This is an optimization exercise on Yosys and OpenROAD, whose aim is a short achievable clock period and few clock cycles, not a production implementation. Function was not checked in any run shown here: the RTL went through the layout flow alone. Power is estimated from default activity; no workload was simulated.

==> flow/design.v <==
module overture (
    input  wire       clk_i,
    input  wire       reset_i,
    input  wire [7:0] memory_data_i,
    output wire [7:0] memory_address_o,
    output wire [7:0] io_address_o,
    input  wire [7:0] io_data_read_i,
    output wire [7:0] io_data_write_o,
    output wire       io_data_write_enable_o,
    output wire       io_data_read_enable_o,
    output wire       cpu_halted_o
);
    reg [7:0] pc;
    reg [7:0] r0, r1, r2, r3, r4, r5, r6;
    reg       halted;
    reg [7:0] ir;          
    reg       ir_v;
    reg       ir_pred;     
    reg [7:0] ir_pc1;      
    reg [7:0] ir_srch;     
    reg       ir_bad;      
    reg       ir_r3;       
    reg [2:0] ir_jt;       
    reg [2:0] ir_jm;       
    reg [6:0] e_wen;       
    reg       e_alu;       
    reg       e_io;        
    reg [7:0] e_val;       
    reg       e_valz;      
    reg       e_valz_ok;   
    reg       e_ldi;       
    reg [5:0] e_imm;
    reg       e_add;       
    reg       e_sub;
    reg       e_shl;
    reg       e_shr;
    reg       e_log;
    reg [7:0] op_a;        
    reg [7:0] op_bx;       
    reg [7:0] log_q;       
    reg [2:0] sh_n;        
    reg       re_q;
    reg       we_q;
    reg       bf_phase;    
    reg [7:0] io_addr_q;   
    reg [7:0] io_wdata_q;  
    wire [7:0] sum     = op_a + op_bx + {7'd0, e_sub};
    wire [7:0] shl_out = op_a << sh_n;
    wire [7:0] shr_out = op_a >> sh_n;
    wire [7:0] alu_out = ({8{e_add | e_sub}} & sum) |
                         ({8{e_shl}} & shl_out) |
                         ({8{e_shr}} & shr_out) |
                         ({8{e_log}} & log_q);
    wire [7:0] e_fval = e_ldi ? {2'b00, e_imm} : e_val;
    wire [7:0] e_wval = e_io ? io_data_read_i : e_fval;
    wire [7:0] n0 = e_wen[0] ? e_wval : r0;
    wire [7:0] n1 = e_wen[1] ? e_wval : r1;
    wire [7:0] n2 = e_wen[2] ? e_wval : r2;
    wire [7:0] n3 = e_alu ? alu_out : e_wen[3] ? e_wval : r3;
    wire [7:0] n4 = e_wen[4] ? e_wval : r4;
    wire [7:0] n5 = e_wen[5] ? e_wval : r5;
    wire [7:0] n6 = e_wen[6] ? e_wval : r6;
    wire [7:0] m0 = e_wen[0] ? e_fval : r0;
    wire [7:0] m1 = e_wen[1] ? e_fval : r1;
    wire [7:0] m2 = e_wen[2] ? e_fval : r2;
    wire [7:0] m3 = e_wen[3] ? e_fval : r3;
    wire [7:0] m4 = e_wen[4] ? e_fval : r4;
    wire [7:0] m5 = e_wen[5] ? e_fval : r5;
    wire [7:0] m6 = e_wen[6] ? e_fval : r6;
    wire       zf = e_fval == 8'd0;
    wire [6:0] mzv = {e_wen[6] ? zf : r6 == 8'd0, e_wen[5] ? zf : r5 == 8'd0,
                      e_wen[4] ? zf : r4 == 8'd0, e_wen[3] ? zf : r3 == 8'd0,
                      e_wen[2] ? zf : r2 == 8'd0, e_wen[1] ? zf : r1 == 8'd0,
                      e_wen[0] ? zf : r0 == 8'd0};
    wire [7:0] ins    = ir;
    wire [1:0] ty     = ins[7:6];
    wire [2:0] src    = ins[5:3];
    wire [2:0] dst    = ins[2:0];
    wire       bad    = ir_v && ir_bad;
    wire       is_ldi = (ty == 2'b00);
    wire       is_alu = (ty == 2'b01);             
    wire       is_cp  = (ty == 2'b10);
    wire       is_jmp = (ty == 2'b11);             
    wire       is_rd  = is_cp && (src == 3'b111);
    wire       is_wr  = is_cp && (dst == 3'b111);
    wire       is_bf  = is_rd && is_wr;
    wire       zero = e_wen[3] ? (e_ldi ? (e_imm == 6'd0) : e_valz) : (r3 == 8'd0);
    wire       neg  = m3[7];
    wire cond = zero ? ir_jt[0] : neg ? ir_jt[1] : ir_jt[2];
    wire e_r3_late = e_alu | (e_wen[3] & (e_io | (!e_ldi & !e_valz_ok)));
    wire jstall  = ir_r3 && e_r3_late;
    wire bf_rd   = is_bf && !bf_phase;
    wire issue   = ir_v && !halted && !bad && !jstall;
    wire pred     = memory_data_i[7:2] == 6'b110001 && !(ir_v && is_cp && dst == 3'd0);
    wire [7:0] pred_tgt = (ir_v && is_ldi) ? {2'b00, ir[5:0]} : n0;
    wire       f_bad = memory_data_i[6] && memory_data_i[5:3] != 3'd0;
    wire       f_jmp = memory_data_i[7:3] == 5'b11000;
    wire [2:0] f_cc  = memory_data_i[2:0];
    wire [2:0] f_jt  = {3{f_jmp}} & {
        f_cc == 3'b100 || f_cc == 3'b101 || f_cc == 3'b110 || f_cc == 3'b111,    
        f_cc == 3'b010 || f_cc == 3'b011 || f_cc == 3'b100 || f_cc == 3'b101,    
        f_cc == 3'b001 || f_cc == 3'b011 || f_cc == 3'b100 || f_cc == 3'b110};   
    wire mispredict = ir_v && (zero ? ir_jm[0] : neg ? ir_jm[1] : ir_jm[2]);
    wire hold    = halted || bad || (ir_v && (jstall || bf_rd));
    wire [7:0] pc_seq  = hold ? pc : mispredict ? (cond ? n0 : ir_pc1) : pc + 8'd1;
    wire [7:0] pc_next = (pred && !hold && !mispredict) ? pred_tgt : pc_seq;
    wire [7:0] src_m = ({8{ir_srch[0]}} & m0) | ({8{ir_srch[1]}} & m1) |
                       ({8{ir_srch[2]}} & m2) | ({8{ir_srch[3]}} & m3) |
                       ({8{ir_srch[4]}} & m4) | ({8{ir_srch[5]}} & m5) |
                       ({8{ir_srch[6]}} & m6);
    wire       src_e = |(ir_srch & {1'b1, e_wen});   
    wire fwd_io  = e_io && src_e;
    wire fwd_alu = e_alu && ir_srch[3];
    wire [7:0] src_val = fwd_io ? io_data_read_i : fwd_alu ? alu_out : src_m;
    reg [6:0] wen;
    always @(*) begin
        wen = 7'd0;
        if (is_ldi) wen[0] = 1'b1;
        if (is_alu) wen[3] = 1'b1;
        if (is_cp && dst != 3'b111) wen[dst] = 1'b1;
    end
    wire [3:0] amt = n2[3:0];
    wire [2:0] amt_neg = 3'd0 - amt[2:0];
    always @(posedge clk_i) begin
        if (reset_i) begin
            pc        <= 8'd0;
            halted    <= 1'b0;
            ir_v      <= 1'b0;
            r0 <= 8'd0; r1 <= 8'd0; r2 <= 8'd0; r3 <= 8'd0;
            r4 <= 8'd0; r5 <= 8'd0; r6 <= 8'd0;
            e_wen     <= 7'd0;
            e_alu     <= 1'b0;
            e_io      <= 1'b0;
            re_q      <= 1'b0;
            we_q      <= 1'b0;
            bf_phase  <= 1'b0;
        end else begin
            r0 <= n0; r1 <= n1; r2 <= n2; r3 <= n3;
            r4 <= n4; r5 <= n5; r6 <= n6;
            if (bad)
                halted <= 1'b1;
            pc <= pc_next;
            if (!hold) begin
                if (mispredict) begin
                    ir_v <= 1'b0;      
                end else begin
                    ir      <= memory_data_i;
                    ir_srch <= 8'd1 << memory_data_i[5:3];
                    ir_bad  <= f_bad;
                    ir_r3   <= f_jmp && memory_data_i[1:0] != 2'b00;
                    ir_jt   <= f_jt;
                    ir_jm   <= f_jt ^ {3{pred}};
                    ir_v    <= 1'b1;
                    ir_pred <= pred;
                    ir_pc1  <= pc + 8'd1;
                end
            end
            e_wen     <= issue ? wen : 7'd0;
            e_alu     <= issue && is_alu;
            e_io      <= issue && is_rd;
            re_q      <= issue && is_rd && !(is_bf && bf_phase);
            we_q      <= issue && is_wr && !bf_rd;
            bf_phase  <= issue && bf_rd;
        end
        e_val     <= src_val;
        e_valz    <= fwd_io ? (io_data_read_i == 8'd0) : (ir_srch[6:0] & mzv) != 7'd0;
        e_valz_ok <= !fwd_alu;
        e_ldi     <= is_ldi;
        e_imm     <= ins[5:0];
        e_add     <= dst == 3'b100;
        e_sub     <= dst == 3'b101;
        e_shl     <= dst == 3'b111 && !amt[3];
        e_shr     <= dst == 3'b111 && amt[3];
        e_log     <= dst[2] == 1'b0 || dst == 3'b110;
        sh_n      <= amt[3] ? amt_neg : amt[2:0];
        op_a      <= n1;
        op_bx     <= n2 ^ {8{dst == 3'b101}};
        case (dst)
            3'b000:  log_q <= n1 | n2;
            3'b001:  log_q <= ~(n1 & n2);
            3'b010:  log_q <= ~(n1 | n2);
            3'b011:  log_q <= n1 & n2;
            default: log_q <= n1 ^ n2;
        endcase
        io_addr_q <= n6;
        io_wdata_q <= src_val;
    end
    assign memory_address_o       = pc;
    assign io_address_o           = io_addr_q;
    assign io_data_write_o        = io_wdata_q;
    assign io_data_write_enable_o = we_q;
    assign io_data_read_enable_o  = re_q;
    assign cpu_halted_o           = halted;
endmodule
==> flow/run.sh <==
#!/bin/bash
# synth_recipe.tcl (not shown) runs the flow's synth.tcl, then flattens the netlist and writes it again
# the make line also repeats each setting of config.mk as NAME=value (left out here)
make -C /OpenROAD-flow-scripts/flow DESIGN_CONFIG=/design/flow/config.mk WORK_HOME=/design/flow/orfs CLKGATE_MAP_FILE= SYNTH_SCRIPT=/design/flow/synth_recipe.tcl finish
==> flow/config.mk <==
export PLATFORM = sky130hd
export DESIGN_NAME = overture
export DESIGN_NICKNAME = overture
export VERILOG_FILES = /design/flow/design.v
export SDC_FILE = /design/flow/constraint.sdc
export NUM_CORES = 4
export LEC_CHECK = 0
export ABC_CLOCK_PERIOD_IN_PS = 2000
export CAP_MARGIN = 20
export CORE_MARGIN = 2
export CORE_UTILIZATION = 55
export SETUP_SLACK_MARGIN = 5
export SLEW_MARGIN = 20
==> flow/constraint.sdc <==
create_clock -name core_clock -period 7.2 [get_ports {clk_i}]
set_input_delay 1.4400 -clock core_clock [delete_from_list [all_inputs] [get_ports {clk_i}]]
set_output_delay 1.4400 -clock core_clock [all_outputs]
set_load 0.01 [all_outputs]
==> results.txt, run 1 <==
Status
The run finished with no timing, DRC or antenna violations.

Logic synthesis
The register bit count reported by yosys is 167. dfxtp_1 is the most common cell in the netlist. By area the synthesized netlist is led by dfxtp_1 32%, edfxtp_1 11%, mux2i_1 8.8%, nor2_1 4.9%, ha_1 4.6%. The commonest cells after synthesis are 135 x dfxtp_1, 110 x nor2_1, 74 x mux2i_1. The largest total area in the synthesized netlist belongs to dfxtp_1.

The top-area cell type share of the netlist area is 32.1%. For this run, the number of Yosys warnings is 1. The number of different library cells used by synthesis comes to 77. In the synthesized netlist, the number of instances is 871. The async set-or-reset flop fraction in the synthesized netlist is 0%. The mean post-synth cell area is 9.68 sq um. The number of flops mapped to enable cells by yosys is 32. The sequential share of the synthesized area is 43.5%. The synthesized net count is 922. The cell area after synthesis is 8430 sq um. The dominant synthesized flop cell is dfxtp_1.

STA
The achievable clock frequency is 378 MHz. The final max-slew violation count is 0. The worst pin sits at a relative slew slack of 50.7%. The clock skew after layout is ~16 ps. The number of endpoints with negative hold slack in the final report came to 0. The total of endpoints with negative setup slack in the final report is 0.

The setup total negative slack is 0 ps. The time the final worst path needs with I/O delays and setup is 2640 ps. Across all hold checks on the routed design, the worst slack comes to 408 ps. At the pin with the least slew margin, the transition time is between 700 and 800 ps. Setup repair after global routing could not meet its margin everywhere. The worst path uses a little under two fifths of the clock period.

Clocking
The count of H-tree levels built during CTS is 4. TritonCTS built the clock tree. The root buffer cell chosen for the clock tree is clkbuf_16. Hold repair after CTS inserted 0 buffers. For the worst-skew pair, the clock arrives at the later sink with an insertion delay of 440 ps. The CTS sink count is 167. Counting the buffers created by CTS gives 17. No sink is reached through more buffers than the 2 on the longest clock path. After clock tree synthesis, the clock-pin slew on the worst setup and hold paths is roughly 70 ps.

Power
Power spread over the standard cell area amounts to 280 nW/um^2. The internal power of the cells totals 2.05 mW. The power share of the combinational group is 31.3%. The leakage power figure is 4.43 nW.

The clock group share of total power is between 20% and 30%. The part of the power in registers is between 30% and 40%. In this run switching power makes up 33.9% of total power. The analysis attributes to net switching a power of between 1 and 1.5 mW. The maximum vdd drop is 0.000263 V. The design draws 3.11 mW.

Critical path
The category of cells accounting for the largest share of critical-path delay is buffers and inverters. The highest fanout seen on the critical path is 7. At the worst endpoint, the required time is 7570 ps. The number of buffers and inverters on the critical path is 3. Data arrives at the worst endpoint at 3010 ps. The critical path's slowest cell is or3_4.

Traced cell by cell, the critical path runs through dlygate4sd2_1 -> inv_2 -> or3_4 -> buf_4 -> a211oi_2 -> a211o_1 -> o211a_1. The kind of end point of the critical path is a register. The worst setup path is of the in -> reg kind.

The highest cell delay on the worst timing path is 480 ps. STA classifies the critical path startpoint as a primary input.

Global routing
The number of global-route vias before repair is 7218. Entering global routing, the biggest net connects 38 pins. The first global-routing pass estimated 41900 um of wire. The overall routing resource usage is 34.1%. The initial antenna violation count came to 0. Summed over all layers, the global routing overflow is 0.

Layout
In the final layout, flip-flops and latches occupy 3750 sq um. Summing all multi-input logic gate instances after layout gives 5020 sq um. The post-route standard cell area excluding fillers is about 11000 sq um. The number of antenna diodes in the final layout is 0. The area growth from synthesis to layout is 31.9%. The ratio of cells with drive above 1 in the final layout is 33.6%.

The total number of nets in the final design is 1030. The layout filler cell count is 1083.

Floorplan
For this configuration, the core starts out at a cell density of 55.9%. The die covers 16300 sq um. For this design the top-level I/O count stands at 45. From left edge to right edge, the die measures 128 um. The number of cell rows is 45. The chip height is 128 um. The area inside the core boundary is 15100 sq um.

Placement
The final weighted congestion of routability-driven global placement is 0.953. Summing all placed instances gives a cell area of 9100 sq um. The port buffer count is 44.

The HPWL after detailed placement is roughly 18000 um.

Detailed routing
For this run, design rule violations remaining after detail routing come to 0. Once detail routing completed, the nets flagged for antenna violations numbered 0. The detailed-route wire length is roughly 28000 um. The detailed router finished its first iteration with 846 violations.

The overall via count from detail_route is 7691. Dividing the detail-routed wire length by the instance count gives 23.6 um. The mean number of vias per cell is 6.52. The pre-antenna-repair detailed-routing pass consisted of 7 iterations.

Min path
The class of the tightest hold or removal check is reg -> reg.

Job
The number of violations of the max-capacitance limit is 0.
## power groups by stage
stage	logic [mW]	clock network, mW	registers, mW
floorplan	0.503	0	1.19
global placement	0.685	0	1.24
detailed placement	0.702	0	1.24
CTS	0.890	0.910	1.22
global route	1.03	0.953	1.24
finish	0.974	0.907	1.23
## cell usage in the layout (no fill, tap or decap), types with 10 or more instances in the layout
master	instances
buf_12	10
nor2_1	102
nand2_1	37
ha_1	14
inv_1	18
nor2b_1	23
a22oi_1	12
dfxtp_2	18
mux2i_1	56
edfxtp_1	32
xnor2_1	15
clkbuf_16	20
buf_6	28
dfxtp_4	17
mux2_4	11
dfxtp_1	100
buf_4	81
nand2b_1	10
inv_2	15
mux2i_4	15
nor4_1	19
a211oi_1	15
ha_2	11
a21oi_1	27
nor3_1	11
o21ai_0	18
nand3_1	24
## layout make-up
cell class / instances / area share (%)
Multi-Input combinational cell: 618 / 45.1
Sequential cell: 167 / 33.7
Timing Repair Buffer: 138 / 12.2
Clock buffer: 22 / 4.57
Tap cell: 188 / 2.12
Inverter: 37 / 1.55
Clock inverter: 10 / 0.698
## flip-flops by register name (all words and copies together), names as in the netlist, 6 cells and up
signal,count
e_val,8
io_addr_q,8
ir,8
ir_pc1,8
ir_srch,8
log_q,8
op_a,8
op_bx,8
pc,8
r0,8
r1,8
r2,8
r3,8
r4,8
r5,8
r6,8
e_wen,7
e_imm,6
## cells by family (layout without fill, tap and decap cells)
group | count (synthesis) | count (layout) | synth area share, %
mux | 93 | 93 | 11.4
flops | 167 | 167 | 43.5
simple gates | 282 | 284 | 16.8
xor+xnor | 21 | 21 | 2.18
fa+ha+maj | 33 | 33 | 5.08
compound gates | 187 | 187 | 16.1
buf+inv | 88 | 207 | 4.96
## path summary, 6_finish.rpt
| kind | start | endpoint | slack [ps] | cells past startpoint |
|---|---|---|---|---|
| min | ir[3] | e_imm[3] | 410 | 0 |
| min reg2reg | ir[3] | e_imm[3] | 410 | 0 |
| max reg2reg | ir[2] | pc[2] | 4630 | 9 |
| max | memory_data_i[2] | pc[2] | 4560 | 7 |
## repair_timing
item	in CTS	in global routing
gates resized for setup	320	61
buffers inserted	67	22
cloned	4	0
pin swaps	30	23
setup endpoints to repair	187	94
## per-layer routing
layer	share of wire, %	up-vias	track usage (%)
met5	0	-	0
met4	5.4	0	16.6
met3	7.4	125	6.89
met2	47	464	56.6
met1	40	3697	42.6
li1	-	3405	-
## stage by stage
step / utilization [%] / std cells / setup slack, ps
after floorplan: - / 871 / 4300
after global placement: 60.3 / 1055 / 3380
after detailed placement: 60.3 / 1055 / 3310
after CTS: 71.1 / 1158 / 4580
after global routing: 73.7 / 1180 / 4510
final: 73.7 / 1180 / 4560
==> run 2, diff against run 1 <==
--- a/flow/config.mk
+++ b/flow/config.mk
@@ -9,5 +9,5 @@
 export CAP_MARGIN = 20
 export CORE_MARGIN = 2
-export CORE_UTILIZATION = 55
+export CORE_UTILIZATION = 30
 export SETUP_SLACK_MARGIN = 5
 export SLEW_MARGIN = 20
==> results.txt, run 2 <==
Logic synthesis
After Yosys synthesis, full adders, half adders and majority gates account for 5.08% of the synthesized area. The register bit count reported by yosys is 167. The synthesized design devotes to its leading area cell type around a third of total area. Yosys instantiated no cell more often than dfxtp_1.

The cell accounting for the most synthesized area is dfxtp_1. The mean post-synth cell area is ~9.7 sq um. Summing the sequential cell areas from Yosys gives 43.5% of the chip area.

The compound-cell area share of the yosys netlist is 16.1%. After synthesis, the share of cell area in mux cells is 11.4%. The synthesized net count is 922. The number of distinct standard cells referenced by the synthesized netlist is 77. The commonest cells after synthesis are 135 x dfxtp_1, 110 x nor2_1, 74 x mux2i_1. The parity-gate share of the synthesized area counting xor and xnor cells is about 2.2%. By area, the combinational part of the netlist is dominated by simple AND/OR/NAND/NOR gates. After technology mapping, the gate count stands at 871.

For this run, asynchronously set or reset flops after synthesis account for 0%. The most used flip-flop cell after synthesis is dfxtp_1. Sorting the synthesized cells by area gives the leading types as dfxtp_1 32%, edfxtp_1 11%, mux2i_1 8.8%, nor2_1 4.9%, ha_1 4.6%. The number of flops mapped to enable cells by yosys is 32. Of the total synthesized cell area, the portion taken by AND, OR, NAND and NOR gates is between 10% and 20%. In this run the cell area of the synthesized design comes to 8430 sq um.

The total of warnings raised by yosys is 1.

STA
The portion of the clock cycle consumed by the worst path in the final layout is between 30 and 40%. Static timing analysis puts the maximum clock frequency at around 390 MHz. The time the final worst path needs with I/O delays and setup is 2560 ps.

The measured slew at the worst slew-check pin is between 700 and 800 ps. The final max-slew violation count is 0. Setup violations remaining at the end of the flow were counted as 0. The clock skew after layout is about 9.4 ps. The worst pin sits at a relative slew slack of a little under half. The number of endpoints with negative hold slack in the final report is 0. Setup repair after global routing could not meet its margin everywhere. The setup total negative slack is 0 ps.

Detailed routing
In this run, the number of DRC markers left after iteration 0 of detailed routing was between 700 and 800. The mean number of vias per cell is ~5.3. Before antenna repair, the detailed router went through 9 iterations. The overall via count from detail_route is 7320.

Dividing the detail-routed wire length by the instance count gives approximately 20 um. The routed design has 27600 um of wire. The final routed DRC violation total is 0.

In this run the remaining antenna-violating nets after routing total 0.

Critical path
The critical path is of the in -> reg type. At the worst endpoint, the required time is 7530 ps. In this run the number of cells on the critical path is 6. Of all nets on the critical path, the largest fanout is 7.

STA classifies the critical path endpoint as a register. The category of cells accounting for the largest share of critical-path delay is simple AND/OR/NAND/NOR gates. The number of buffers and inverters on the critical path is 1. The critical path startpoint category is a primary input. The number of cells on the worst reg-to-reg path is 7. The highest cell delay on the worst timing path is around 440 ps. The critical path's slowest cell is or3_4. The arrival time at the worst endpoint is 2890 ps. The signal on the critical path passes through buf_12 -> nor3_4 -> nand3_4 -> or3_4 -> mux2_4 -> o221a_1.

Power
The design draws around 3.1 mW. VDD sags by at most 0.000186 V. Power spread over the standard cell area amounts to approximately 270 nW/um^2. In this run the static leakage power is 4.46 nW.

Layout
At the end of the flow the core is filled with cells to 41.4%. 0 antenna diodes ended up in the layout. The post-route standard cell area excluding fillers is 11500 sq um. Compared with the post-synthesis result, the final layout area differs by 36.2%. The count of placed standard cells in the final layout, fillers left out is between 1000 and 1500. In the final layout, the share of cells above drive strength 1 is 36.0%.

The total number of nets in the final design is 1034. Leaving out fill and tap cells, the most frequent cell in the layout is nor2_1. The library cells used most frequently in the layout, excluding fill and tap cells, are 101 x nor2_1, 98 x dfxtp_1, 88 x buf_4, 56 x mux2i_1, 34 x nand2_1.

Status
The flow ran to the end and the layout has no timing, DRC or antenna violations.

Global routing
The first global-routing pass estimated between 40000 and 50000 um of wire. The overall routing resource usage is 18.8%. The largest net degree at the start of global routing is 38.

The number of global-route vias before repair is 6894. The final global-route overflow total is 0. The initial antenna violation count is 0.

Placement
The port buffer count is 44. Once placement finished, the instance area stood at approximately 9300 sq um. The post-placement cell count is 1243.

The HPWL after detailed placement is roughly 18000 um. The final weighted congestion of routability-driven global placement is 0.926.

Floorplan
The full die area is 29500 sq um. The count of pins on the block boundary is 45. The width of the chip is 172 um. After floorplanning, the core was sized to cover 27700 sq um. The initial utilization of the core area, before any placement, comes to 30.4%.

Measured along the y axis, the die boundary spans between 150 and 200 um. The floorplan has 61 rows.

Min path
The hold path depth is 0. The class of the tightest hold or removal check is reg -> reg.

Clocking
The count of H-tree levels built during CTS is 4. TritonCTS built the clock tree. The maximum clock insertion buffer count is 2. The root buffer cell chosen for the clock tree is clkbuf_16. TritonCTS created 17 clock buffers.

The register clock-pin slew on the reported worst setup and hold paths is 70 ps. The clock network latency to the later pin of the worst-skew pair is 440 ps. The clock net in this run drives a total of around 170 sinks.

Job
The number of violations of the max-capacitance limit is 0.
## run 2: report_power, final
part           total [mW]  switching, mW  leakage (nW)  internal (mW)
clock               0.897          0.417         0.276          0.480
sequential           1.22          0.116          1.43           1.11
combinational       0.978          0.530          2.75          0.448
## run 2: metrics by stage
| stage | setup slack [ps] | hold WS, ps |
|---|---|---|
| after floorplan | 4300 | 370 |
| after global placement | 3420 | 408 |
| after detailed placement | 3370 | 420 |
| after CTS | 4680 | 436 |
| after global routing | 4590 | 466 |
| final | 4640 | 438 |
## run 2: logic make-up (layout without fill, tap and decap cells)
logic type                 after synthesis  count (layout)
AOI/OAI and AO/OA                      187             187
adders and majority gates               33              33
DFF                                    167             167
and+or+nand+nor                        282             284
xor gates and xnor gates                21              21
muxes                                   93              93
buffers and inverters                   88             211
## run 2: path summary, 6_finish.rpt
path,from,end,slack [ps]
hold reg to reg,ir[3],e_imm[3],440
setup reg to reg,ir[2],pc[1],4840
hold / removal,ir[3],e_imm[3],440
setup / recovery,memory_data_i[3],pc[1],4640
## run 2: cell type report
type                    count  area [sq um]
flip-flops and latches    167          3750
clock buffers              19           464
well taps                 378           473
repair buffers            142          1380
inverters                  37           169
fillers                  2630         16200
multi-input cells         618          5130
clock inverters            13           109
## run 2: per-layer routing
layer	share of wire [%]	vias to the layer above	track usage (%)	routed length, um
met1	43	3549	25.6	11900
met3	7.3	61	4.16	2020
met2	47	300	29.7	12900
met4	2.6	0	5.53	731
met5	0	-	0	0
li1	-	3410	-	-
## run 2: worst reg2reg max path: stages (launching register included)
cell	delay, ps
edfxtp_1	420
clkinv_2	250
ha_2	370
nand2_1	150
nor2_2	80
or3_4	410
mux2_4	320
o221a_1	250
## run 2: repair_timing
item                                    4_1_cts  5_1_grt
pin swaps                                    35       31
hold buffers                                  0        0
gates resized for setup                     337       71
setup buffers                                71       24
endpoints found under the setup margin      187       97
gates cloned                                  4        0
==> run 3, diff against run 2 <==
--- a/flow/config.mk
+++ b/flow/config.mk
@@ -6,8 +6,8 @@
 export NUM_CORES = 4
 export LEC_CHECK = 0
-export ABC_CLOCK_PERIOD_IN_PS = 2000
+export ABC_CLOCK_PERIOD_IN_PS = 1200
 export CAP_MARGIN = 20
 export CORE_MARGIN = 2
-export CORE_UTILIZATION = 30
+export CORE_UTILIZATION = 40
 export SETUP_SLACK_MARGIN = 5
 export SLEW_MARGIN = 20
==> results.txt, run 3 <==
Status
The flow ran to the end and the layout has no timing, DRC or antenna violations.

STA
The total of endpoints with negative setup slack in the final report is 0. The final max-slew violation count is 0. For this run, the top clock speed supported by timing is 389 MHz.

The number of endpoints with negative hold slack in the final report is 0. At the pin with the least slew margin, the transition time is 842 ps. The worst slew slack as a fraction of its limit is 43.4%. Across all setup checks in the final design, the least slack found is 4630 ps.

The smallest clock period supported by the final layout is computed as 2570 ps. Adding up every negative setup slack in the final design gives 0 ps. The portion of the clock cycle consumed by the worst path in the final layout is 35.7%. Setup repair after global routing could not meet its margin everywhere. The clock skew after layout is 8.76 ps.

Critical path
The kind of end point of the critical path is a register. The worst setup path is launched from a primary input. The number of cells on the worst reg-to-reg path is 9. The worst setup path is of the in -> reg kind. STA puts the critical path data required time at approximately 7500 ps. In this run the worst path has a maximum fanout of 6. The arrival time at the worst endpoint is 2880 ps.

Layout
The total number of nets in the final design is between 1000 and 1500. Relative to the synthesized area, the layout overhead comes to 36.3%. The multi-input combinational cells in the finished layout cover a total of 5140 sq um.

The most frequent standard cell in the layout excluding fill and tap cells is nor2_1. The antenna diode instance count is 0. Of the cells placed in the final design, the portion with a size suffix greater than 1 is 36.0%. Across the whole layout, storage elements account for 3750 sq um. The layout filler cell count is 1810. In the layout the commonest cells are 102 x nor2_1, 100 x dfxtp_1, 87 x buf_4, 54 x mux2i_1, 35 x nand2_1.

Floorplan
The number of cell rows is 53. For this configuration, the core starts out at a cell density of 40.5%. The width of the chip is about 150 um. The area inside the core boundary is roughly 21000 sq um.

For this design the top-level I/O count stands at 45. The die is 149 um tall. The floorplan step defined a die boundary enclosing 22300 sq um.

Detailed routing
For this block, the initial DRC count from the detailed router was around 770. After detailed routing, the total wire length is 27000 um. The mean number of vias per cell is 5.75. For this block, the via count after detailed routing is 7345. The number of nets with antenna violations after detailed routing is 0. The final routed DRC violation total is 0.

The average wire length per cell after detail routing is 21.1 um. The first-pass detailed-route iteration total is 7.

Logic synthesis
The async set-or-reset flop fraction in the synthesized netlist is 0%. The synthesized netlist occupies a cell area of about 8400 sq um. Ranked by total cell area, the synthesized netlist is headed by dfxtp_1 32%, edfxtp_1 11%, mux2i_1 8.8%, nor2_1 4.9%, ha_1 4.6%. The synthesized design spends more area on one cell type than any other, namely dfxtp_1.

Synthesis produced between 800 and 900 cells. The total of warnings raised by yosys is 1. After synthesis, the most frequently instantiated cells are 135 x dfxtp_1, 110 x nor2_1, 74 x mux2i_1. Counting distinct cell types in the post-synthesis netlist gives 77. Averaged over all synthesized cells, the footprint is 9.68 sq um. Synthesis inferred 167 register bits. The most instantiated library cell after synthesis is dfxtp_1. Of the post-synthesis cell area, the dominant cell type holds between 30% and 40%. The dominant synthesized flop cell is dfxtp_1. The number of flops mapped to enable cells by yosys is 32. The sequential share of the synthesized area is 43.5%. The synthesized net count is 922.

Placement
Detailed placement finished with a half-perimeter wire length of 17800 um. Before CTS, the worst setup slack after placement is 3370 ps. The port buffer count is 44. At the end of routability-driven placement, the weighted congestion stood at 0.944.

Power
The total power draw is between 3 and 4 mW. Dividing total power by cell area gives a power density of 279 nW/um^2. The maximum vdd drop is 0.000202 V.

The leakage power figure is 4.57 nW.

Global routing
Entering global routing, the biggest net connects 38 pins. The overall routing resource usage is 24.1%. The number of global-route vias before repair is 6990. The global-route wire length before repair is slightly above 40000 um. The final global-route overflow total is 0. The initial antenna violation count was 0.

Clocking
The maximum clock insertion buffer count is 2. The clock tree from TritonCTS is done. The CTS root buffer is clkbuf_16. Clock latency on the worst-skew pair, taken at its later pin, is roughly 430 ps. The register clock-pin slew on the reported worst setup and hold paths is around 60 ps. The count of H-tree levels built during CTS is 4. The number of buffers added by the clock tree synthesis step is 17. For this design, the sink count on the clock tree is 167.

Min path
The worst hold path passes through 0 cells. The tightest min-delay check is of the reg -> reg type.

Job
The number of violations of the max-capacitance limit is 0.
==> run 3: layout make-up <==
type,instances,share of cell area [%]
Clock buffer,21,4.02
Clock inverter,11,1.47
Inverter,37,1.47
Multi-Input combinational cell,618,44.7
Sequential cell,167,32.6
Tap cell,275,3.00
Timing Repair Buffer,149,12.7
==> run 3: cell families after synthesis <==
family                   Yosys count  synth area share (%)
AO/OA/AOI/OAI                    187                  16.1
multiplexers                      93                  11.4
buffers and inverters             88                  4.96
flip-flops                       167                  43.5
AND/OR/NAND/NOR                  282                  16.8
adder cells (fa/ha/maj)           33                  5.08
XOR/XNOR                          21                  2.18
==> run 3: report_power, final <==
group	switching [mW]	total [mW]	internal, mW
registers	0.124	1.23	1.11
clock network	0.377	0.979	0.602
logic	0.522	0.991	0.469
total	1.02	3.20	2.18
==> run 3: critical path: stages <==
cell and delay (ps):
buf_8 100, nor3_4 230, nand3_4 100, or3_4 440, mux2_4 320, o221a_1 260
==> run 3: final timing paths <==
| kind | from | slack [ps] | to |
|---|---|---|---|
| setup / recovery | memory_data_i[3] | 4630 | pc[1] |
| hold / removal | ir[3] | 440 | e_imm[3] |
| setup reg to reg | e_sub | 4790 | e_val[6] |
| hold reg to reg | ir[3] | 440 | e_imm[3] |
==> run 3: repair_timing <==
item                       in CTS  in global routing
resized for setup             301                101
gates cloned                    4                  0
pin swaps                      28                 38
buffers inserted               77                 24
hold buffers                    0                  0
hold endpoints to repair        0                  0
setup endpoints to repair     184                 99
==> run 3: metal layers <==
layer  track usage (%)  wire [um]
met5                 0          0
met4              7.90        790
met3              4.83       1970
met2              38.4      12400
met1              32.9      11800
==> run 3: through the flow <==
stage	std cells	utilization, %	hold slack, ps	area [sq um]
final	1278	55.2	442	11500
after global routing	1278	55.2	474	11500
after CTS	1254	52.6	439	10900
after detailed placement	1141	44.2	417	9200
after global placement	1141	44.2	403	9200
after floorplan	871	-	370	8730
==> run 4, diff against run 3 <==
--- a/flow/design.v
+++ b/flow/design.v
@@ -38,5 +38,6 @@
     reg [7:0] op_a;        
     reg [7:0] op_bx;       
-    reg [7:0] log_q;       
+    reg [7:0] op_b;        
+    reg [2:0] e_op;
     reg [2:0] sh_n;        
     reg       re_q;
@@ -45,4 +46,14 @@
     reg [7:0] io_addr_q;   
     reg [7:0] io_wdata_q;  
+    reg [7:0] log_q;
+    always @(*) begin
+        case (e_op)
+            3'b000:  log_q = op_a | op_b;
+            3'b001:  log_q = ~(op_a & op_b);
+            3'b010:  log_q = ~(op_a | op_b);
+            3'b011:  log_q = op_a & op_b;
+            default: log_q = op_a ^ op_b;
+        endcase
+    end
     wire [7:0] sum     = op_a + op_bx + {7'd0, e_sub};
     wire [7:0] shl_out = op_a << sh_n;
@@ -68,9 +79,4 @@
     wire [7:0] m5 = e_wen[5] ? e_fval : r5;
     wire [7:0] m6 = e_wen[6] ? e_fval : r6;
-    wire       zf = e_fval == 8'd0;
-    wire [6:0] mzv = {e_wen[6] ? zf : r6 == 8'd0, e_wen[5] ? zf : r5 == 8'd0,
-                      e_wen[4] ? zf : r4 == 8'd0, e_wen[3] ? zf : r3 == 8'd0,
-                      e_wen[2] ? zf : r2 == 8'd0, e_wen[1] ? zf : r1 == 8'd0,
-                      e_wen[0] ? zf : r0 == 8'd0};
     wire [7:0] ins    = ir;
     wire [1:0] ty     = ins[7:6];
@@ -103,6 +109,4 @@
     wire mispredict = ir_v && (zero ? ir_jm[0] : neg ? ir_jm[1] : ir_jm[2]);
     wire hold    = halted || bad || (ir_v && (jstall || bf_rd));
-    wire [7:0] pc_seq  = hold ? pc : mispredict ? (cond ? n0 : ir_pc1) : pc + 8'd1;
-    wire [7:0] pc_next = (pred && !hold && !mispredict) ? pred_tgt : pc_seq;
     wire [7:0] src_m = ({8{ir_srch[0]}} & m0) | ({8{ir_srch[1]}} & m1) |
                        ({8{ir_srch[2]}} & m2) | ({8{ir_srch[3]}} & m3) |
@@ -140,9 +144,10 @@
             if (bad)
                 halted <= 1'b1;
-            pc <= pc_next;
             if (!hold) begin
                 if (mispredict) begin
+                    pc   <= cond ? n0 : ir_pc1;
                     ir_v <= 1'b0;      
                 end else begin
+                    pc      <= pred ? pred_tgt : pc + 8'd1;
                     ir      <= memory_data_i;
                     ir_srch <= 8'd1 << memory_data_i[5:3];
@@ -164,5 +169,5 @@
         end
         e_val     <= src_val;
-        e_valz    <= fwd_io ? (io_data_read_i == 8'd0) : (ir_srch[6:0] & mzv) != 7'd0;
+        e_valz    <= fwd_io ? (io_data_read_i == 8'd0) : (src_m == 8'd0);
         e_valz_ok <= !fwd_alu;
         e_ldi     <= is_ldi;
@@ -176,11 +181,6 @@
         op_a      <= n1;
         op_bx     <= n2 ^ {8{dst == 3'b101}};
-        case (dst)
-            3'b000:  log_q <= n1 | n2;
-            3'b001:  log_q <= ~(n1 & n2);
-            3'b010:  log_q <= ~(n1 | n2);
-            3'b011:  log_q <= n1 & n2;
-            default: log_q <= n1 ^ n2;
-        endcase
+        op_b      <= n2;
+        e_op      <= dst;
         io_addr_q <= n6;
         io_wdata_q <= src_val;
--- a/flow/config.mk
+++ b/flow/config.mk
@@ -6,5 +6,5 @@
 export NUM_CORES = 4
 export LEC_CHECK = 0
-export ABC_CLOCK_PERIOD_IN_PS = 1200
+export ABC_CLOCK_PERIOD_IN_PS = 2000
 export CAP_MARGIN = 20
 export CORE_MARGIN = 2
==> results.txt, run 4 <==
Min path
The worst min-delay path startpoint is bf_phase. The min-delay analysis places its worst path in the category reg -> reg. The endpoint of the worst hold path is bf_phase.

Counting instances, the worst hold path has a depth of 1.

Layout
The top cell types in the final layout, fill and taps aside, are 89 x dfxtp_1, 79 x nor2_1, 74 x buf_4, 48 x nand2_1. Leaving out fill and tap cells, the most frequent cell in the layout is dfxtp_1. The final core area utilization is between 50% and 60%. The ratio of cells with drive above 1 in the final layout is about a third. The number of antenna diodes in the final layout is 0.

Relative to the synthesized area, the layout overhead comes to 29.7%. The layout filler cell count is 1870. The final layout contains ~1000 nets.

Logic synthesis
The mean post-synth cell area is 9.88 sq um. For this run, the number of Yosys warnings is 1. The top-area cell type share of the netlist area is 31.7%. The number of distinct standard cells referenced by the synthesized netlist is between 90 and 100. Synthesis produced 856 cells. The number of flops mapped to enable cells by yosys is 32. Summed over all instances, the cell type with the most area after synthesis is dfxtp_1.

Sequential cells were found to cover 43.1% of the synthesized design area. The most instantiated library cell after synthesis is dfxtp_1. By count the netlist is led by 134 x dfxtp_1, 84 x nor2_1, 53 x a21oi_1.

The synthesized net count is 908. Among all flip-flop cells after synthesis, the most frequent one is dfxtp_1. In this run, synthesis produced a sequential element count of 166.

The async set-or-reset flop fraction in the synthesized netlist is 0%. In this run the cell area of the synthesized design comes to between 8000 and 9000 sq um. Sorting the synthesized cells by area gives the leading types as dfxtp_1 32%, edfxtp_1 11%, ha_1 4.7%, nor2_1 3.7%, mux2i_1 3.4%.

Detailed routing
The starting DRC count in detailed routing is 482. The average wire length per cell after detail routing is between 15 and 20 um. After detailed routing, the total wire length is 24900 um. Dividing the detail-routed via count by the number of cells gives 5.54.

The detail route stage leaves a number of antenna-violating nets equal to 0. For this run, design rule violations remaining after detail routing come to 0. For this run, the detailed router's first-pass iteration total came to 5.

The routed layout has 6941 vias.

Critical path
Among all stages on the critical path, the largest delay is contributed by or4_4. The critical path goes through buf_8 -> buf_12 -> or4_4 -> nor2_4 -> nand4_1 -> buf_4 -> o21bai_1. The highest cell delay on the worst timing path is between 500 and 600 ps. The worst setup path is launched from a primary input.

The startpoint identified for the worst register-to-register timing path is ir[0]. The reg-to-reg setup timing slack is 4980 ps. Together, buffers and inverters on the worst path number 3. Among cell families on the critical path, the largest total delay comes from simple AND/OR/NAND/NOR gates. STA puts the critical path data required time at around 7600 ps.

The highest fanout seen on the critical path is 3. The critical path is of the in -> reg type. The worst register-to-register path ends at ir_srch[5]. STA puts the critical path data arrival time at 2810 ps.

The worst setup path is captured at a register. The number of cells on the worst reg-to-reg path is 8.

Power
The analysis attributes to cell leakage a power of 4.33 nW. In this run the power density over the cells is 214 nW/um^2. VDD sags by at most between 0.00015 and 0.0002 V. The design draws 2.34 mW.

Global routing
The overall routing resource usage is 22.6%. The final global-route overflow total is 0. The global-route wire length before repair is roughly 38000 um.

The largest net degree at the start of global routing is 30. The initial antenna violation count is 0. The number of global-route vias before repair is 6639.

STA
For the pin with the worst max-slew slack, the measured transition is 831 ps. The clock arrives with about 9 ps of skew. Setup repair after global routing could not meet its margin everywhere. The portion of the clock cycle consumed by the worst path in the final layout is 34.2%.

The setup total negative slack is 0 ps. Derived from the worst setup path, the maximum achievable clock frequency is slightly above 400 MHz. The time the final worst path needs with I/O delays and setup is 2460 ps. The number of endpoints with negative hold slack in the final report is 0. The worst slew slack as a fraction of its limit is 44.3%. The final max-slew violation count was 0. The total of endpoints with negative setup slack in the final report is 0.

Clocking
In this run the clock root is driven by a clkbuf_16. The clock tree from TritonCTS is done. At the later pin of the worst-skew pair, clock insertion delay measures 430 ps. The CTS sink count is approximately 170. The clock passes through at most 2 buffers. The number of buffers added by the clock tree synthesis step is 17.

The H-tree generated during clock tree synthesis spans 4 levels. The register clock-pin slew on the reported worst setup and hold paths is 60 ps.

Status
The flow ran to the end and the layout has no timing, DRC or antenna violations.

Floorplan
The width of the chip is 149 um. The chip height is 149 um. The count of pins on the block boundary is 45. The floorplan step defined a die boundary enclosing between 20000 and 25000 sq um. The area inside the core boundary is 20900 sq um. For this configuration, the core starts out at a cell density of 40.5%. The floorplan has 53 rows.

Placement
Input and output buffers added on the ports amount to 44. The HPWL after detailed placement is 16900 um. At the end of routability-driven placement, the weighted congestion stood at 0.893.

Job
Across the run, the number of max-cap violations was 0.
run 4: cell count changes after synthesis, moves of 12 or more:
cell and delta:
a21oi_1 +21, nor4_1 -16, nand3_1 -12, and2_1 +17
nor2_1 -26, mux2i_1 -45
run 4: final cells by class:
cell class | instances | area, sq um | area share, %
clock buffer | 24 | 513 | 4.68
clock inverter | 7 | 43.8 | 0.399
inverter | 49 | 191 | 1.75
multi-input combinational | 599 | 4820 | 44.0
sequential | 166 | 3740 | 34.1
tap | 275 | 344 | 3.14
timing repair buffer | 133 | 1310 | 11.9
run 4: timing repair:
action / 4_1_cts / 5_1_grt
cloned: 2 / 2
pin swaps: 32 / 28
endpoints found under the setup margin: 180 / 95
hold endpoints to repair: 0 / 0
resized for setup: 295 / 50
buffers inserted: 49 / 33
hold buffers: 0 / 0
run 4: how the worst max path moves through the flow:
stage / startpoint / to / slack [ps] / cells past startpoint
after floorplan: reset_i / ir[0] / 4290 / 3
after detailed placement: reset_i / pc[4] / 3210 / 5
after global routing: reset_i / e_wen[3] / 4700 / 7
after global placement: reset_i / pc[4] / 3250 / 5
after CTS: reset_i / e_wen[4] / 4810 / 6
final: reset_i / e_wen[3] / 4740 / 7
run 4: stage by stage:
stage | cell area, sq um | hold slack (ps) | std cells | setup slack, ps
finish | 11000 | 479 | 1253 | 4740
global route | 11000 | 486 | 1253 | 4700
floorplan | 8600 | 392 | 856 | 4290
global placement | 9160 | 439 | 1136 | 3250
CTS | 10500 | 475 | 1218 | 4810
detailed placement | 9160 | 440 | 1136 | 3210
run 4: routing by layer:
metal  vias to the layer above  wire length, um  track usage, %
li1                       3301                -               -
met1                      3335            10500            29.6
met2                       258            12200            37.7
met3                        47             1450            3.55
met4                         0              722            8.38
met5                         -                0               0
run 4: kinds of logic (layout without fill, tap and decap cells):
kind of cell	Yosys count	in the layout	synth area share, %
simple gates	278	278	17.6
compound gates	195	195	17.2
flops	166	166	43.1
buf+inv	91	213	4.72
mux	63	63	9.23
fa+ha+maj	34	34	5.21
xor+xnor	29	29	3.00
run 4: report_power, final:
group	total, mW	leakage, nW	internal, mW	switching (mW)
Sequential	1.06	1.42	1.00	0.0596
Combinational	0.423	2.64	0.204	0.219
Clock	0.856	0.270	0.495	0.361
Total	2.34	4.33	1.70	0.640
==> run 5, diff against run 4 <==
--- a/flow/config.mk
+++ b/flow/config.mk
@@ -9,5 +9,5 @@
 export CAP_MARGIN = 20
 export CORE_MARGIN = 2
-export CORE_UTILIZATION = 40
+export CORE_UTILIZATION = 55
 export SETUP_SLACK_MARGIN = 5
 export SLEW_MARGIN = 20
==> results.txt, run 5 <==
Critical path
The critical path startpoint category is a primary input. On the critical path the largest part of the delay comes from simple AND/OR/NAND/NOR gates. Of all nets on the critical path, the largest fanout is 3. On the critical path, the stage with the largest delay is an instance of or4_4. Together, buffers and inverters on the worst path number 3. For the worst setup path, the data arrival time is 2800 ps. The kind of end point of the critical path is a register. The critical path class is in -> reg. On the worst path, the slowest cell contributes a delay of 510 ps. Traced cell by cell, the critical path runs through buf_8 -> buf_12 -> or4_4 -> nor2_4 -> nand4_1 -> buf_4 -> nor4_2. The required time at the endpoint of the critical path is about 7500 ps.

Logic synthesis
After synthesis, the cell types taking the most area are dfxtp_1 32%, edfxtp_1 11%, ha_1 4.7%, nor2_1 3.7%, mux2i_1 3.4%. For this run, the number of Yosys warnings is 1. The commonest cells after synthesis are 134 x dfxtp_1, 84 x nor2_1, 53 x a21oi_1. dfxtp_1 is the most common cell in the netlist.

Synthesis produced a netlist whose cell count is 856. After synthesis, the largest area contributor takes up 31.7% of total cell area. A synthesized cell averages 9.88 sq um. The sequential share of the synthesized area is 43.1%.

The synthesized design spends more area on one cell type than any other, namely dfxtp_1. The async set-or-reset flop fraction in the synthesized netlist is 0%. Counting flops with a built-in enable in the synthesized netlist gives 32. The synthesized net count is just over 900. The cell area after synthesis is 8460 sq um.

The number of distinct standard cells referenced by the synthesized netlist is just over 90. The synthesized design contains 166 register bits. For this run, the leading register cell type out of synthesis is dfxtp_1.

STA
The total of endpoints with negative setup slack in the final report is 0. Setup slack on the critical path of the routed design comes to 4740 ps. The clock arrives with a little over 10 ps of skew. The achievable clock frequency is 406 MHz. The worst path uses ~34% of the clock period.

The number of endpoints with negative hold slack in the final report is 0. The final max-slew violation count came to 0. The measured slew at the worst slew-check pin is around 850 ps.

The worst slew slack as a fraction of its limit is 43.1%. Setup repair after global routing could not meet its margin everywhere. The time the final worst path needs with I/O delays and setup is 2460 ps. The setup total negative slack is 0 ps.

Floorplan
The effective utilization at floorplan is 56.0%. The die is roughly 130 um tall. The width of the chip is roughly 130 um. 45 I/O pins were placed. The floorplan has 45 rows. The full die area is 16400 sq um. The area inside the core boundary is 15100 sq um.

Global routing
The initial antenna violation count was 0. The number of global-route vias before repair is 6994. The first global-routing pass estimated 39500 um of wire. The total overflow left after global routing is 0. Global routing consumed, over all layers together, 32.1% of the routing resources. The largest net degree at the start of global routing is 29.

Clocking
After clock tree synthesis, the clock-pin slew on the worst setup and hold paths is 70 ps. TritonCTS created 17 clock buffers. The clock network latency to the later pin of the worst-skew pair is around 430 ps. The count of H-tree levels built during CTS is 4.

In this run, post-CTS hold repair placed 0 buffers. The cell sitting at the root of the clock tree is a clkbuf_16. The CTS sink count is 166.

The maximum clock insertion buffer count is 2. TritonCTS built the clock tree.

Layout
In the layout the commonest cells are 94 x dfxtp_1, 78 x buf_4, 77 x nor2_1, 48 x nand2_1, 42 x a21oi_1. The net count of the finished layout is between 1000 and 1500. Summing all multi-input logic gate instances after layout gives between 4000 and 5000 sq um. The sequential cells in the finished layout cover a total of approximately 3700 sq um. Counting the fill cells in the layout gives 1095.

The layout-stage area growth over the synthesis result is 28.8%. The most frequent standard cell in the layout excluding fill and tap cells is dfxtp_1. The number of antenna diodes in the final layout is 0. The ratio of cells with drive above 1 in the final layout is 33.1%.

Power
The switching fraction of total power is 29.5%. For this design the total switching power over the nets is ~720 uW. The power share of the combinational group is 17.6%.

Sequential cells account for 43.2% of the total power. The maximum vdd drop is between 0.00015 and 0.0002 V. The internal portion of the total power is between 1.5 and 2 mW. The leakage power figure is 4.37 nW.

The total power per unit cell area is approximately 220 nW/um^2. The clock group share of total power is 39.1%.

Detailed routing
The first-pass detailed-route iteration total is 5. The overall via count from detail_route is 7247. The detailed router finished its first iteration with 542 violations.

The count of nets left with antenna violations once routing finished came out at 0. The final routed DRC violation total is 0. Wires add up to 26100 um.

The mean number of vias per cell is 6.18. In the final routed layout, each cell accounts on average for 22.3 um.

Placement
Prior to clock tree synthesis, the placed netlist has a worst setup slack of 3250 ps. The final weighted congestion of routability-driven global placement is around 0.94. The HPWL after detailed placement is between 15000 and 20000 um.

During placement, the flow inserted port buffers numbering 44.

Status
The run finished with no timing, DRC or antenna violations.

Job
The tool flagged a number of max-cap violations equal to 0.

Min path
The class of the tightest hold or removal check is reg -> reg.
==> run 5: changes by cell type in the layout (fill, tap and decap cells not counted), moves of 4 or more <==
cell	previous run	this run
buf_2	7	14
dfxtp_2	28	21
dfxtp_1	89	94
buf_12	8	4
buf_4	74	78
clkbuf_8	4	0
clkinv_8	0	4
inv_8	0	4
==> run 5: what timing repair did <==
item	CTS	global route
cloned	3	0
pin swaps	33	25
gates resized for setup	284	52
setup buffers	57	31
setup endpoints to repair	183	96
==> run 5: logic make-up after synthesis <==
kind of cell	Yosys count	synth area share [%]
simple gates	278	17.6
compound gates	195	17.2
flops	166	43.1
buf+inv	91	4.72
mux	63	9.23
fa+ha+maj	34	5.21
xor+xnor	29	3.00
==> run 5: path summary, 6_finish.rpt <==
kind         cells after the start  startpoint        to  slack [ps]
min                              1    bf_phase  bf_phase         470
min reg2reg                      1    bf_phase  bf_phase         470
max                              7     reset_i  e_wen[4]        4740
max reg2reg                     10       ir[1]     pc[7]        5000
==> run 5: layout make-up <==
cell class | instances | share of cell area [%]
Clock buffer | 18 | 4.13
Inverter | 49 | 1.76
Timing Repair Buffer | 138 | 11.6
Tap cell | 188 | 2.16
Clock inverter | 14 | 1.68
Multi-Input combinational cell | 599 | 44.4
Sequential cell | 166 | 34.3
==> run 5: power groups by stage <==
stage          Sequential, mW  Combinational [mW]  Clock [mW]
2_1_floorplan            1.05               0.217           0
5_1_grt                  1.06               0.458        1.00
3_5_place_dp             1.09               0.295           0
4_1_cts                  1.06               0.379       0.959
3_3_place_gp             1.09               0.290           0
6_report                 1.06               0.432       0.958
==> run 5: per-layer routing <==
| layer | wire, um | up-vias | GRT usage [%] |
|---|---|---|---|
| met4 | 1190 | 0 | 15.2 |
| li1 | - | 3324 | - |
| met2 | 12700 | 326 | 53.9 |
| met5 | 0 | - | 0 |
| met3 | 1720 | 72 | 5.88 |
| met1 | 10500 | 3525 | 40.1 |
==> run 5: through the flow <==
step                hold WS (ps)  std cells  area [sq um]  total power [mW]  util [%]
floorplan                    392        856          8600              1.27         -
global placement             439       1049          9050              1.38      60.0
detailed placement           452       1049          9050              1.38      60.0
CTS                          451       1141         10500              2.40      69.4
global route                 488       1172         10900              2.52      72.2
finish                       466       1172         10900              2.45      72.2

[what the ideal ports hide]
No port has a modelled driver above. Below, the same layouts with a new extraction and two added sets of constraints.
Step 1 (the two cells are an assumption about what drives the block):
set clk [get_ports {clk_i}]
set_driving_cell -lib_cell sky130_fd_sc_hd__clkbuf_16 $clk
set_driving_cell -lib_cell sky130_fd_sc_hd__buf_2 [delete_from_list [all_inputs] $clk]
Step 2 also shifts input and output timing later by t, the mid clock arrival at the registers, as if the neighbouring blocks saw the same clock.
Slacks: ideal / step 1 / step 2; pairs: ideal / step 1.
| run | shift t [ns] | slack for setup (ns) | clock arrival spread, ns | worst data-port slew with drivers (ns) | pins driven straight from the clock port |
|---|---|---|---|---|---|
| run 1 | 0.480 | 4.557 / 4.568 / 4.088 | 0.016 / 0.016 | 0.07 | 1 |
| run 2 | 0.484 | 4.642 / 4.642 / 4.158 | 0.011 / 0.010 | 0.07 | 1 |
| run 3 | 0.471 | 4.631 / 4.639 / 4.169 | 0.009 / 0.009 | 0.06 | 1 |
| run 4 | 0.463 | 4.735 / 4.740 / 4.277 | 0.010 / 0.010 | 0.06 | 1 |
| run 5 | 0.475 | 4.736 / 4.742 / 4.267 | 0.011 / 0.010 | 0.08 | 1 |
After both steps every run listed still meets setup and hold. The setup slack of run 2, which loses most, moves by 0.000 ns with the drivers and by -0.484 ns with both steps.
